What follows belongs to an exercise in optimizing a design on an open flow for small area; a production flow would make more cautious choices. Function was checked by simulation only, so behaviour that the tests miss may differ from the original. Power and IR drop assume default switching activity.

===== flow/run.sh =====
#!/bin/bash
# synth_recipe.tcl (not shown) runs the flow's synth.tcl, then flattens the netlist and writes it again
# the make line also repeats each setting of config.mk as NAME=value (left out here)
make -C /OpenROAD-flow-scripts/flow DESIGN_CONFIG=/design/flow/config.mk WORK_HOME=/design/flow/orfs CLKGATE_MAP_FILE= SYNTH_SCRIPT=/design/flow/synth_recipe.tcl finish

===== flow/config.mk =====
export PLATFORM = sky130hd
export DESIGN_NAME = tenthirty
export DESIGN_NICKNAME = tenthirty
export VERILOG_FILES = /design/flow/design.v
export SDC_FILE = /design/flow/constraint.sdc
export NUM_CORES = 4
export LEC_CHECK = 0
export CAP_MARGIN = 20
export CORE_MARGIN = 2
export CORE_UTILIZATION = 40
export SLEW_MARGIN = 20

===== flow/constraint.sdc =====
create_clock -name core_clock -period 10.0 [get_ports {clk}]
set_input_delay 2.0000 -clock core_clock [delete_from_list [all_inputs] [get_ports {clk}]]
set_output_delay 2.0000 -clock core_clock [all_outputs]
set_load 0.01 [all_outputs]

===== flow/design.v =====
module LUT (
    input  clk,     
    input  rst_n,   
    input  ce,      
    input  pip,
    output reg [3:0] number
);
reg [207:0] poker_mem;
reg [5:0] pointer;
localparam [207:0] DECK = {
    4'd11, 4'd7 , 4'd9 , 4'd8 , 4'd4 , 4'd1 , 4'd13, 4'd1 , 4'd2 , 4'd12, 4'd10, 4'd2 , 4'd12,  
    4'd5 , 4'd9 , 4'd3 , 4'd12, 4'd1 , 4'd13, 4'd12, 4'd4 , 4'd11, 4'd9 , 4'd7 , 4'd7 , 4'd4 ,  
    4'd3 , 4'd12, 4'd13, 4'd1 , 4'd1 , 4'd1 , 4'd3 , 4'd12, 4'd5 , 4'd1 , 4'd13, 4'd11, 4'd10,  
    4'd13, 4'd4 , 4'd1 , 4'd5 , 4'd6 , 4'd11, 4'd7 , 4'd2 , 4'd2 , 4'd2 , 4'd8 , 4'd10, 4'd10   
};
always @(posedge clk or negedge rst_n) begin 
    if(~rst_n) begin
        number <= 'd0;
    end 
    else if (ce) begin
        if (pip) begin
            number <= (pointer < 6'd52) ? poker_mem[{pointer, 2'b00} +: 4] : 4'd0;
        end
        else begin
            number <= 'd0;
        end
    end
end
always @(posedge clk or negedge rst_n) begin 
    if(~rst_n) begin
        pointer <= 'd0;
    end 
    else if (ce) begin
        if(pip) begin
            pointer <= pointer + 'd1;
        end
    end
end
always @(posedge clk or negedge rst_n) begin
    if(!rst_n) begin
        poker_mem <= 208'd0;
    end 
    else begin
        poker_mem <= DECK;
    end
end
endmodule
module tenthirty(
    input clk,
    input rst_n,  
    input btn_m,  
    input btn_r,  
    output reg [7:0] seg7_sel,
    output reg [7:0] seg7,    
    output reg [7:0] seg7_l,  
    output reg [2:0] led  
);
parameter IDLE     		  = 3'd0;
parameter BEGINING        = 3'd1;
parameter HIT_CARD_PLAYER = 3'd2;
parameter HIT_CARD_DEALER = 3'd3;
parameter COMPARE  		  = 3'd4;
parameter DONE 	  		  = 3'd5;
parameter player = 1'b0;
parameter dealer = 1'b1;
reg [5:0] counter;  
always@(posedge clk or negedge rst_n) begin
    if(!rst_n) begin
        counter <= 0;
    end
    else begin
        counter <= counter + 1;
    end
end
wire dis_clk_rise = (counter[2:0] == 3'b011);      
wire d_clk_rise   = (counter[5:0] == 6'b011111);   
wire d_clk_fall   = (counter[5:0] == 6'b111111);   
reg [7:0] seg7_temp[0:7]; 
reg [7:0] seg7_hold[0:7]; 
reg [2:0] dis_cnt;
reg  pip;
wire [3:0] number;
reg [2:0] state, next_state;
reg [4:0] inhand_cards [0:4];
reg [2:0] round;
reg [5:0] player_total;
reg [5:0] dealer_total;
reg [3:0] int_part;
reg [2:0] pick_times;
reg [3:0] picked_number;
reg player_done;
reg dealer_done;
reg player_done_next;
reg dealer_done_next;
reg winner;
reg press_flag_1, press_flag_2;
wire btn_m_pluse;
wire btn_r_pluse;
always@(posedge clk or negedge rst_n) begin
	if(!rst_n) begin
		press_flag_1 <= 1'b0;
		press_flag_2 <= 1'b0;
	end
	else if(d_clk_rise) begin
		press_flag_1 <= btn_m;
		press_flag_2 <= btn_r;
	end
end	
assign btn_m_pluse = {btn_m, press_flag_1} == 2'b10 ? 1'b1 : 1'b0;
assign btn_r_pluse = {btn_r, press_flag_2} == 2'b10 ? 1'b1 : 1'b0;
always@(posedge clk or negedge rst_n) begin
	if(!rst_n) begin
		state <= IDLE;
	end
	else if(d_clk_rise) begin
		state <= next_state;
	end
end
always@(*) begin
	case(state)
		IDLE 			: next_state = (pip == 1'b1) ? BEGINING : IDLE;
		BEGINING        : next_state = HIT_CARD_PLAYER; 
		HIT_CARD_PLAYER : next_state = (player_done == 1'b1) ? HIT_CARD_DEALER : HIT_CARD_PLAYER;
		HIT_CARD_DEALER : next_state = (dealer_done == 1'b1) ? COMPARE : HIT_CARD_DEALER;
		COMPARE  		: next_state = (round == 3'd4) ? DONE : (btn_r_pluse == 1'b1) ? IDLE : COMPARE; 
		DONE 	  		: next_state = DONE; 
		default  		: next_state = IDLE; 
	endcase
end
always@(posedge clk or negedge rst_n) begin
	if(!rst_n) pip <= 1'b0;
	else if(d_clk_rise) pip <= btn_m_pluse;
end
always@(posedge clk or negedge rst_n) begin
	if(!rst_n) round <= 3'd0;
	else if(d_clk_rise && dealer_done_next && !dealer_done) round <= round + 3'd1;
end
always@(posedge clk or negedge rst_n) begin
	if(!rst_n) begin
		pick_times <= 3'd0;
	end
	else if(d_clk_rise) begin
		case(state)
			IDLE 		    : pick_times <= 3'd0;
			BEGINING        : pick_times <= 3'd1;
			HIT_CARD_PLAYER : pick_times <= (player_done == 1'b1) ? 3'd0 :
										   (pip == 1'b1) ? pick_times + 3'd1 : pick_times;
			HIT_CARD_DEALER : pick_times <= (dealer_done == 1'b1) ? 3'd0 :
										   (pip == 1'b1) ? pick_times + 3'd1 : pick_times;
			default         : pick_times <= pick_times;
		endcase
	end
end
always@(posedge clk or negedge rst_n) begin
	if(!rst_n) begin
		player_total <= 6'd0;
		dealer_total <= 6'd0;
	end
	else if(d_clk_fall) begin
		case(state)
			IDLE : begin
				player_total <= 6'd0;
				dealer_total <= 6'd0;
			end
			BEGINING        : player_total <= (picked_number == 11) ? player_total + 6'b00_0001 : (picked_number == 0) ?  player_total : player_total + (int_part<<1'b1);
			HIT_CARD_PLAYER : player_total <= (picked_number == 11) ? player_total + 6'b00_0001 : (picked_number == 0) ?  player_total : player_total + (int_part<<1'b1);
			HIT_CARD_DEALER : dealer_total <= (picked_number == 11) ? dealer_total + 6'b00_0001 : (picked_number == 0) ?  dealer_total : dealer_total + (int_part<<1'b1);
			default         : ;
		endcase
	end
end
always@(*) begin
	player_done_next = player_done;
	dealer_done_next = dealer_done;
	case(state)
		IDLE : begin
			player_done_next = 1'b0;
			dealer_done_next = 1'b0;
		end
		HIT_CARD_PLAYER : player_done_next = (player_done == 1'b1) ? 1'b0 : 
										 ((pick_times == 5) || (player_total > 6'b010101) || (btn_r_pluse == 1'b1)) ? 1'b1 : 1'b0;
		HIT_CARD_DEALER : dealer_done_next = (dealer_done == 1'b1) ? 1'b0 : 
										 ((pick_times == 5) || (dealer_total > 6'b010101) || (btn_r_pluse == 1'b1)) ? 1'b1 : 1'b0;
		default : ;
	endcase
end
always@(posedge clk or negedge rst_n) begin
	if(!rst_n) begin
		player_done <= 1'b0;
		dealer_done <= 1'b0;
	end
	else if(d_clk_rise) begin
		player_done <= player_done_next;
		dealer_done <= dealer_done_next;
	end
end
always@(*) begin
	int_part      = (number < 11) ? number : 4'd0;
	picked_number = (btn_r_pluse == 1'b1) ? 4'd0 : 
				    (number > 10)   ? 11   : number;
end			
reg player_pass_flag;
reg dealer_pass_flag;
reg player_pass_hold;
reg dealer_pass_hold;
always@(*) begin
	player_pass_flag = player_pass_hold;
	dealer_pass_flag = dealer_pass_hold;
	if(state == IDLE) begin
		player_pass_flag = 1'b0;
		dealer_pass_flag = 1'b0;
	end
	if(state == HIT_CARD_PLAYER) begin
		player_pass_flag = (pick_times == 5) && (player_total <= 6'b010101) ? 1'b1 : player_pass_hold;
	end
	else if(state == HIT_CARD_DEALER) begin
		dealer_pass_flag = (pick_times == 5) && (dealer_total <= 6'b010101) ? 1'b1 : dealer_pass_hold;
	end
end
always@(posedge clk or negedge rst_n) begin
	if(!rst_n) begin
		player_pass_hold <= 1'b0;
		dealer_pass_hold <= 1'b0;
	end
	else begin
		player_pass_hold <= player_pass_flag;
		dealer_pass_hold <= dealer_pass_flag;
	end
end
always@(*) begin
	if(state == COMPARE || state == DONE) begin
		if(dealer_pass_flag == 1'b1) winner = dealer;
		else if(player_pass_flag == 1'b1) winner = player;
		else if(player_total > 6'b010101) winner = dealer;
		else if(dealer_total > 6'b010101) winner = player;
		else if(player_total > dealer_total) winner = player;
		else if(player_total < dealer_total) winner = dealer;
		else winner = dealer;
	end
	else begin 
		winner = 1'b0; 
	end
end				
always@(posedge clk or negedge rst_n)begin
	if(!rst_n) begin
		inhand_cards[0] <= 5'd0;
		inhand_cards[1] <= 5'd0;
		inhand_cards[2] <= 5'd0;
		inhand_cards[3] <= 5'd0;
		inhand_cards[4] <= 5'd0;
	end
	else if(d_clk_fall) begin
		if(player_done == 1'b1 || dealer_done == 1'b1) begin
			inhand_cards[0] <= 5'd0;
			inhand_cards[1] <= 5'd0;
			inhand_cards[2] <= 5'd0;
			inhand_cards[3] <= 5'd0;
			inhand_cards[4] <= 5'd0;
		end
		else begin
			if(picked_number != 4'd0) begin
				case(state)
					IDLE : begin
						inhand_cards[0] <= 5'd0;
						inhand_cards[1] <= 5'd0;
						inhand_cards[2] <= 5'd0;
						inhand_cards[3] <= 5'd0;
						inhand_cards[4] <= 5'd0;
					end
					BEGINING : begin
						inhand_cards[0] <= picked_number;
					end
					HIT_CARD_PLAYER : begin
						case(pick_times)
							3'd2 : inhand_cards[1] <= picked_number;
							3'd3 : inhand_cards[2] <= picked_number;
							3'd4 : inhand_cards[3] <= picked_number;
							3'd5 : inhand_cards[4] <= picked_number;
							default : inhand_cards[0] <= 5'd0;
						endcase
					end
					HIT_CARD_DEALER : begin
						case(pick_times)
							3'd1 : inhand_cards[0] <= picked_number;
							3'd2 : inhand_cards[1] <= picked_number;
							3'd3 : inhand_cards[2] <= picked_number;
							3'd4 : inhand_cards[3] <= picked_number;
							3'd5 : inhand_cards[4] <= picked_number;
							default : inhand_cards[0] <= 5'd0;
						endcase
					end
					default : ;
				endcase
			end
		end
	end
end
parameter num_0_format = 8'b0011_1111;  
parameter num_1_format = 8'b0000_0110;  
parameter num_2_format = 8'b0101_1011;  
parameter num_3_format = 8'b0100_1111;  
parameter num_4_format = 8'b0110_0110;  
parameter num_5_format = 8'b0110_1101;  
parameter num_6_format = 8'b0111_1101;  
parameter num_7_format = 8'b0000_0111;  
parameter num_8_format = 8'b0111_1111;  
parameter num_9_format = 8'b0110_1111;  
parameter point_format = 8'b1000_0000;  
parameter line_format  = 8'b0000_0001;  
wire [7:0] digit_display_0,
		   digit_display_1,
		   digit_display_2,
		   digit_display_3,
		   digit_display_4,
		   player_total_digit_display,
		   dealer_total_digit_display;
wire [3:0] player_total_digit, dealer_total_digit;
assign digit_display_0 = inhand_cards[0] == 10 ? num_0_format : 
						 inhand_cards[0] == 1  ? num_1_format : 
						 inhand_cards[0] == 2  ? num_2_format : 
						 inhand_cards[0] == 3  ? num_3_format : 
						 inhand_cards[0] == 4  ? num_4_format : 
						 inhand_cards[0] == 5  ? num_5_format : 
						 inhand_cards[0] == 6  ? num_6_format : 
						 inhand_cards[0] == 7  ? num_7_format : 
						 inhand_cards[0] == 8  ? num_8_format : 
						 inhand_cards[0] == 9  ? num_9_format : point_format;
assign digit_display_1 = inhand_cards[1] == 10 ? num_0_format : 
						 inhand_cards[1] == 1  ? num_1_format : 
						 inhand_cards[1] == 2  ? num_2_format : 
						 inhand_cards[1] == 3  ? num_3_format : 
						 inhand_cards[1] == 4  ? num_4_format : 
						 inhand_cards[1] == 5  ? num_5_format : 
						 inhand_cards[1] == 6  ? num_6_format : 
						 inhand_cards[1] == 7  ? num_7_format : 
						 inhand_cards[1] == 8  ? num_8_format : 
						 inhand_cards[1] == 9  ? num_9_format : point_format;
assign digit_display_2 = inhand_cards[2] == 10 ? num_0_format : 
						 inhand_cards[2] == 1  ? num_1_format : 
						 inhand_cards[2] == 2  ? num_2_format : 
						 inhand_cards[2] == 3  ? num_3_format : 
						 inhand_cards[2] == 4  ? num_4_format : 
						 inhand_cards[2] == 5  ? num_5_format : 
						 inhand_cards[2] == 6  ? num_6_format : 
						 inhand_cards[2] == 7  ? num_7_format : 
						 inhand_cards[2] == 8  ? num_8_format : 
						 inhand_cards[2] == 9  ? num_9_format : point_format;					 
assign digit_display_3 = inhand_cards[3] == 10 ? num_0_format : 
						 inhand_cards[3] == 1  ? num_1_format : 
						 inhand_cards[3] == 2  ? num_2_format : 
						 inhand_cards[3] == 3  ? num_3_format : 
						 inhand_cards[3] == 4  ? num_4_format : 
						 inhand_cards[3] == 5  ? num_5_format : 
						 inhand_cards[3] == 6  ? num_6_format : 
						 inhand_cards[3] == 7  ? num_7_format : 
						 inhand_cards[3] == 8  ? num_8_format : 
						 inhand_cards[3] == 9  ? num_9_format : point_format;
assign digit_display_4 = inhand_cards[4] == 10 ? num_0_format : 
						 inhand_cards[4] == 1  ? num_1_format : 
						 inhand_cards[4] == 2  ? num_2_format : 
						 inhand_cards[4] == 3  ? num_3_format : 
						 inhand_cards[4] == 4  ? num_4_format : 
						 inhand_cards[4] == 5  ? num_5_format : 
						 inhand_cards[4] == 6  ? num_6_format : 
						 inhand_cards[4] == 7  ? num_7_format : 
						 inhand_cards[4] == 8  ? num_8_format : 
						 inhand_cards[4] == 9  ? num_9_format : point_format;						 
assign player_total_digit = ((player_total>>1'b1) >= 6'b010100) ? (player_total>>1'b1) - 5'b10100 : 
						    ((player_total>>1'b1) >= 6'b001010) ? (player_total>>1'b1) - 5'b01010 : player_total>>1'b1;
assign dealer_total_digit = ((dealer_total>>1'b1) >= 6'b001010) ? (dealer_total>>1'b1) - 5'b01010 : dealer_total>>1'b1;
assign player_total_digit_display = player_total_digit == 0  ? num_0_format : 
									player_total_digit == 1  ? num_1_format : 
									player_total_digit == 2  ? num_2_format : 
									player_total_digit == 3  ? num_3_format : 
									player_total_digit == 4  ? num_4_format : 
									player_total_digit == 5  ? num_5_format : 
									player_total_digit == 6  ? num_6_format : 
									player_total_digit == 7  ? num_7_format : 
									player_total_digit == 8  ? num_8_format : 
									player_total_digit == 9  ? num_9_format : 
									player_total_digit == 10 ? num_0_format : point_format;
assign dealer_total_digit_display = dealer_total_digit == 0  ? num_0_format : 
									dealer_total_digit == 1  ? num_1_format : 
									dealer_total_digit == 2  ? num_2_format : 
									dealer_total_digit == 3  ? num_3_format : 
									dealer_total_digit == 4  ? num_4_format : 
									dealer_total_digit == 5  ? num_5_format : 
									dealer_total_digit == 6  ? num_6_format : 
									dealer_total_digit == 7  ? num_7_format : 
									dealer_total_digit == 8  ? num_8_format : 
									dealer_total_digit == 9  ? num_9_format : 
									dealer_total_digit == 10 ? num_0_format : point_format;									
always@(*) begin
	seg7_temp[0] = seg7_hold[0];
	seg7_temp[1] = seg7_hold[1];
	seg7_temp[2] = seg7_hold[2];
	seg7_temp[3] = seg7_hold[3];
	seg7_temp[4] = seg7_hold[4];
	seg7_temp[5] = seg7_hold[5];
	seg7_temp[6] = seg7_hold[6];
	seg7_temp[7] = seg7_hold[7];
	begin
		case(state)
			IDLE : begin
				seg7_temp[0] = line_format;
				seg7_temp[1] = line_format;
				seg7_temp[2] = line_format;
				seg7_temp[3] = line_format;
				seg7_temp[4] = line_format;
				seg7_temp[5] = line_format;
				seg7_temp[6] = num_0_format;
				seg7_temp[7] = num_0_format;
			end	
			HIT_CARD_PLAYER : begin
			    case(pick_times)
					1 : begin
						seg7_temp[0] = digit_display_0;
						seg7_temp[1] = line_format;
						seg7_temp[2] = line_format;
						seg7_temp[3] = line_format;
						seg7_temp[4] = line_format;
					end
					2 : begin
						seg7_temp[1] = digit_display_1;
						seg7_temp[2] = line_format;
						seg7_temp[3] = line_format;
						seg7_temp[4] = line_format;
					end
					3 : begin
						seg7_temp[2] = digit_display_2;
						seg7_temp[3] = line_format;
						seg7_temp[4] = line_format;
					end
					4 : begin
						seg7_temp[3] = digit_display_3;
						seg7_temp[4] = line_format;
					end
					5 : begin
						seg7_temp[4] = digit_display_4;
					end
			    endcase
				seg7_temp[5] = ((player_total & 6'b00_0001) == 1) ? point_format : line_format;  
				seg7_temp[6] = player_total_digit_display;
				seg7_temp[7] =((player_total>>1'b1) > 19) ? num_2_format : 
							  ((player_total>>1'b1) > 9)  ? num_1_format : num_0_format;
			end
			HIT_CARD_DEALER : begin
				if(pick_times == 3'd0) begin
					seg7_temp[0] = line_format;
					seg7_temp[1] = line_format;
					seg7_temp[2] = line_format;
					seg7_temp[3] = line_format;
					seg7_temp[4] = line_format;
					seg7_temp[5] = line_format;
					seg7_temp[6] = num_0_format;
					seg7_temp[7] = num_0_format;
				end
				else begin
					case(pick_times)
						1 : begin
							seg7_temp[0] = digit_display_0;
							seg7_temp[1] = line_format;
							seg7_temp[2] = line_format;
							seg7_temp[3] = line_format;
							seg7_temp[4] = line_format;
						end
						2 : begin
							seg7_temp[1] = digit_display_1;
							seg7_temp[2] = line_format;
							seg7_temp[3] = line_format;
							seg7_temp[4] = line_format;
						end
						3 : begin
							seg7_temp[2] = digit_display_2;
							seg7_temp[3] = line_format;
							seg7_temp[4] = line_format;
						end
						4 : begin
							seg7_temp[3] = digit_display_3;
							seg7_temp[4] = line_format;
						end
						5 : begin
							seg7_temp[4] = digit_display_4;
						end
					endcase
					seg7_temp[5] = ((dealer_total & 6'b00_0001) == 1) ? point_format : line_format;  
					seg7_temp[6] = dealer_total_digit_display;
					seg7_temp[7] = ((dealer_total>>1'b1) > 19) ? num_2_format : 
								   ((dealer_total>>1'b1) > 19) ? num_1_format : num_0_format;
				end
			end
			COMPARE : begin
				seg7_temp[0] = ((player_total & 6'b00_0001) == 1) ? point_format : line_format;  
				seg7_temp[1] = player_total_digit_display;
				seg7_temp[2] =((player_total>>1'b1) > 19) ? num_2_format : 
							  ((player_total>>1'b1) > 9)  ? num_1_format : num_0_format;
				seg7_temp[3] = line_format;
				seg7_temp[4] = line_format;
				seg7_temp[5] = ((dealer_total & 6'b00_0001) == 1) ? point_format : line_format;  
				seg7_temp[6] = dealer_total_digit_display;
				seg7_temp[7] = ((dealer_total>>1'b1) > 19) ? num_2_format : 
							   ((dealer_total>>1'b1) > 19) ? num_1_format : num_0_format;
			end
		endcase
	end
end
always@(posedge clk or negedge rst_n) begin
	if(!rst_n) begin
		seg7_hold[0] <= line_format;
		seg7_hold[1] <= line_format;
		seg7_hold[2] <= line_format;
		seg7_hold[3] <= line_format;
		seg7_hold[4] <= line_format;
		seg7_hold[5] <= line_format;
		seg7_hold[6] <= num_0_format;
		seg7_hold[7] <= num_0_format;
	end
	else begin
		seg7_hold[0] <= seg7_temp[0];
		seg7_hold[1] <= seg7_temp[1];
		seg7_hold[2] <= seg7_temp[2];
		seg7_hold[3] <= seg7_temp[3];
		seg7_hold[4] <= seg7_temp[4];
		seg7_hold[5] <= seg7_temp[5];
		seg7_hold[6] <= seg7_temp[6];
		seg7_hold[7] <= seg7_temp[7];
	end
end
always@(posedge clk or negedge rst_n) begin
	if(!rst_n) begin
		led <= 3'b000;
	end
	else if(d_clk_rise) begin
		case(state)  
			COMPARE : led <= (winner == player) ? 3'b001 : (winner == dealer) ? 3'b010 : 3'b000;
			DONE 	: led <= 3'b100;
			default : led <= 3'b000;
		endcase
	end
end
always@(posedge clk or negedge rst_n) begin
    if(!rst_n) begin
        dis_cnt <= 0;
    end
    else if(dis_clk_rise) begin
        dis_cnt <= (dis_cnt >= 7) ? 0 : (dis_cnt + 1);
    end
end
always @(posedge clk or negedge rst_n) begin 
    if(!rst_n) begin
        seg7 <= 8'b0000_0001;
    end 
    else if(dis_clk_rise) begin
        if(!dis_cnt[2]) begin
            seg7 <= seg7_temp[dis_cnt];
        end
    end
end
always @(posedge clk or negedge rst_n) begin 
    if(!rst_n) begin
        seg7_l <= 8'b0000_0001;
    end 
    else if(dis_clk_rise) begin
        if(dis_cnt[2]) begin
            seg7_l <= seg7_temp[dis_cnt];
        end
    end
end
always@(posedge clk or negedge rst_n) begin
    if(!rst_n) begin
        seg7_sel <= 8'b11111111;
    end
    else if(dis_clk_rise) begin
        case(dis_cnt)
            0 : seg7_sel <= 8'b00000001;
            1 : seg7_sel <= 8'b00000010;
            2 : seg7_sel <= 8'b00000100;
            3 : seg7_sel <= 8'b00001000;
            4 : seg7_sel <= 8'b00010000;
            5 : seg7_sel <= 8'b00100000;
            6 : seg7_sel <= 8'b01000000;
            7 : seg7_sel <= 8'b10000000;
            default : seg7_sel <= 8'b11111111;
        endcase
    end
end
LUT inst_LUT (.clk(clk), .rst_n(rst_n), .ce(d_clk_rise), .pip(pip), .number(number));
endmodule

==> results.txt <==
## cell usage after synthesis (11+ instances only)
library cell	instances
a211oi_1	18
mux2_2	30
dfrtp_1	131
xnor2_1	15
o211ai_1	15
or3_1	12
a21oi_1	77
and2_1	17
a21o_1	15
nor2b_1	33
nor2_1	92
inv_1	44
dfstp_2	28
a221oi_1	11
o21ai_0	97
a31oi_1	18
nand2b_1	15
clkbuf_1	70
a22o_1	14
nor3_1	26
nand2_1	122
o31ai_1	13
and3_1	15
ha_1	47
a22oi_1	11
nand3_1	32
## logic make-up after synthesis
group | after synthesis | synth area share [%]
AND/OR/NAND/NOR | 412 | 19.1
AO/OA/AOI/OAI | 403 | 26.3
flip-flops | 159 | 37.9
buffers and inverters | 131 | 4.83
adder cells (fa/ha/maj) | 50 | 6.03
multiplexers | 39 | 4.04
XOR/XNOR | 22 | 1.82
other | 1 | 0.0354
## final cells by class
type / count / area, µm² / area share, %
Timing Repair Buffer: 38 / 364 / 3.13
Sequential cell: 159 / 4010 / 34.5
Clock inverter: 14 / 158 / 1.36
Inverter: 46 / 173 / 1.48
Clock buffer: 18 / 439 / 3.77
Tap cell: 335 / 419 / 3.60
Multi-Input combinational cell: 927 / 6070 / 52.2
## worst max path at each step
stage	slack, ns	to	start
global route	5.72	seg7_l[0]$_DFFE_PN1P_	player_total[4]$_DFFE_PN0P_
finish	5.87	seg7[2]$_DFFE_PN0P_	player_total[3]$_DFFE_PN0P_
CTS	5.99	seg7[2]$_DFFE_PN0P_	player_total[3]$_DFFE_PN0P_
floorplan	6.20	dealer_total[5]$_DFFE_PN0P_	btn_r
global placement	5.65	inhand_cards[4][2]$_DFFE_PN0P_	btn_r
detailed placement	5.60	inhand_cards[1][2]$_DFFE_PN0P_	btn_r
## per-layer routing
layer | routed length [µm] | track usage [%] | share of wire [%]
met5 | 12 | 0 | 0.038
met4 | 737 | 6.22 | 2.3
met3 | 2000 | 4.42 | 6.3
met2 | 14100 | 34.7 | 45
met1 | 14700 | 33.0 | 47
## per-stage QoR
step                power [W]  std cells  area [µm²]
global route          0.00137       1537       11600
detailed placement   0.000681       1505       11000
CTS                   0.00134       1537       11600
global placement     0.000681       1505       11000
floorplan            0.000663       1217       10600
finish                0.00133       1537       11600
## state kept, by name (all words and copies together) (netlist names), 4 cells and up
signal,cells
dealer_total,6
inhand_cards,20
seg7_hold,64
seg7,8
counter,6
seg7_sel,8
seg7_l,8
inst_LUT.pointer,6
player_total,6
inst_LUT.number,4
## critical path: stages, from the launching register on
cell      delay [ns]
dfrtp_1         0.77
inv_1           0.31
ha_1            0.37
nor4b_1         0.46
a221oi_4        0.23
and2_1          0.25
o32ai_1         0.72
nor2_1          0.11
o32ai_1         0.59
o21ai_0         0.18
## power groups by stage
stage	clock network [W]	logic [W]	registers (W)
6_report	0.000663	0.0000227	0.000646
2_1_floorplan	0	0.00000558	0.000657
3_5_place_dp	0	0.0000231	0.000658
3_3_place_gp	0	0.0000231	0.000658
5_1_grt	0.000701	0.0000265	0.000646
4_1_cts	0.000675	0.0000234	0.000645
==> impl_metrics.json <==
{
  "syn_to_final_growth_pct": 9.87,
  "p_sw_w": 0.000340,
  "core_mm2": 0.0261,
  "place_worst_setup_slack_ns": 5.60,
  "start_kind": "register",
  "layout_common_cells": "131 x dfrtp_1, 122 x nand2_1, 97 x o21ai_0",
  "p_int_w": 0.000992,
  "gp_congestion": 0.927,
  "grt_usage_pct": 22.7,
  "routedWlPerCell_um": 20.5,
  "cts_resized": 0,
  "period_needed_ns": 4.13,
  "clock_latency_ns": 0.45,
  "worstPathMaxFanout": 17,
  "synth_seq_area_share_pct": 37.9,
  "synthArstFlopShare_pct": 100,
  "dp_hpwl_um": 22800,
  "holdPathStages": 2,
  "ys.flop_type": "dfrtp_1",
  "drcViolationCount": 0,
  "final_core_util_pct": 44.6,
  "reg2reg_slack_ns": 5.87,
  "vias": 9321,
  "cts_tree": "done",
  "nets": 1242,
  "die_w_um": 167,
  "rsz0062_at_grt": "false",
  "slew_headroom_pct": 36.1,
  "layout_commonest_cell": "dfrtp_1",
  "path_class": "reg2reg",
  "syn_nets": 1270,
  "finalCritPeriodShare_pct": 41.3,
  "outcome": "timing/DRC/antenna clean",
  "hold_ws_ns": 0.465,
  "row_count": 59,
  "antenna_found_initial": 1,
  "hold_buffers": 0,
  "reg2reg_from": "player_total[3]$_DFFE_PN0P_",
  "numPortBuffers": 30,
  "h-tree-depth": 4,
  "drt_wl_total_um": 31500,
  "clock-sinks": 159,
  "drv_cap": 0,
  "syn-cell-area_mm2": 0.0106,
  "final.fill_count": 2571,
  "pwr-share-clk_pct": 49.8,
  "numCtsBuffers": 17,
  "ir_worst_vdd_v": 0.000105,
  "cts.path.max_buffers": 2,
  "p_comb_share_pct": 1.7,
  "fin_skew_ns": 0.0194,
  "setup_viol": 0,
  "setup_ws_ns": 5.87,
  "syn_avg_cell_area_um2": 8.70,
  "num_io_pins": 31,
  "finalHoldViolCount": 0,
  "synth_top_area_share_pct": 31.0,
  "worst_pin_slew_ns": 0.959,
  "ant_nets": 0,
  "yosys.area.top_type": "dfrtp_1",
  "overflow": 0,
  "synth_edf_count": 0,
  "grt_pass1_vias": 8892,
  "grt_start_max_net_pins": 111,
  "p_leak_nw": 5.00,
  "netlist_instances": 1217,
  "initial_utilization_pct": 40.6,
  "critPathRequiredTime_ns": 10.31,
  "die-height_um": 167,
  "post_cts_buffers": 0,
  "hold_path.class": "reg2reg",
  "clk_pin_slew_ns": 0.08,
  "dieArea_mm2": 0.0278,
  "holdPathEnd": "seg7_hold[7][2]$_DFF_PN1_",
  "regToRegEndpoint": "seg7[2]$_DFFE_PN0P_",
  "p_seq_share_pct": 48.5,
  "drt-initial-drc-count": 945,
  "drt_first_pass_iters": 8,
  "via_per_inst": 6.06,
  "setup_tns_ns": 0,
  "end_kind": "register",
  "worstHoldStart": "seg7_hold[7][2]$_DFF_PN1_",
  "ys_warn_count": 5,
  "cp.arrival_ns": 4.44,
  "netlist-cell-type-count": 86,
  "reg2reg_depth": 9,
  "power_density_mw_per_mm2": 114,
  "ys_seq_elements": 159,
  "root_buffer": "clkbuf_16",
  "synthTopCellsByArea": "dfrtp_1 31%, dfstp_2 6.9%, ha_1 5.6%, o21ai_0 4.6%, nand2_1 4.3%",
  "grt_pass1_wl_um": 50600,
  "switching_share_pct": 25.5,
  "fmax_mhz": 242,
  "diodes": 0,
  "maxSlewViolCount": 0,
  "drive_gt1_share_pct": 10.7
}

-- port drivers added, routing unchanged --
No port has a modelled driver above. Below, the same layout with a new extraction and two added sets of constraints.
Step 1 (the two cells are an assumption about what drives the block):
set clk [get_ports {clk}]
set_driving_cell -lib_cell sky130_fd_sc_hd__clkbuf_16 $clk
set_driving_cell -lib_cell sky130_fd_sc_hd__buf_2 [delete_from_list [all_inputs] $clk]
Step 2 moves the port delays by t, midway between the first and last clock arrival at a register: inputs arrive t later, outputs are due t later. That takes back most of the time a late clock gives input paths.
a / b / c = ideal / step 1 / step 2; a / b = the first two.
t, ns: 0.489
setup WS [ns]: 5.870 / 5.870 / 5.532
worst setup path at the end: input to register
pins driven straight from the clock port: 1
After both steps setup and hold are still met in this run. The setup slack of this run moves by 0.000 ns with the drivers and by -0.338 ns with both steps.
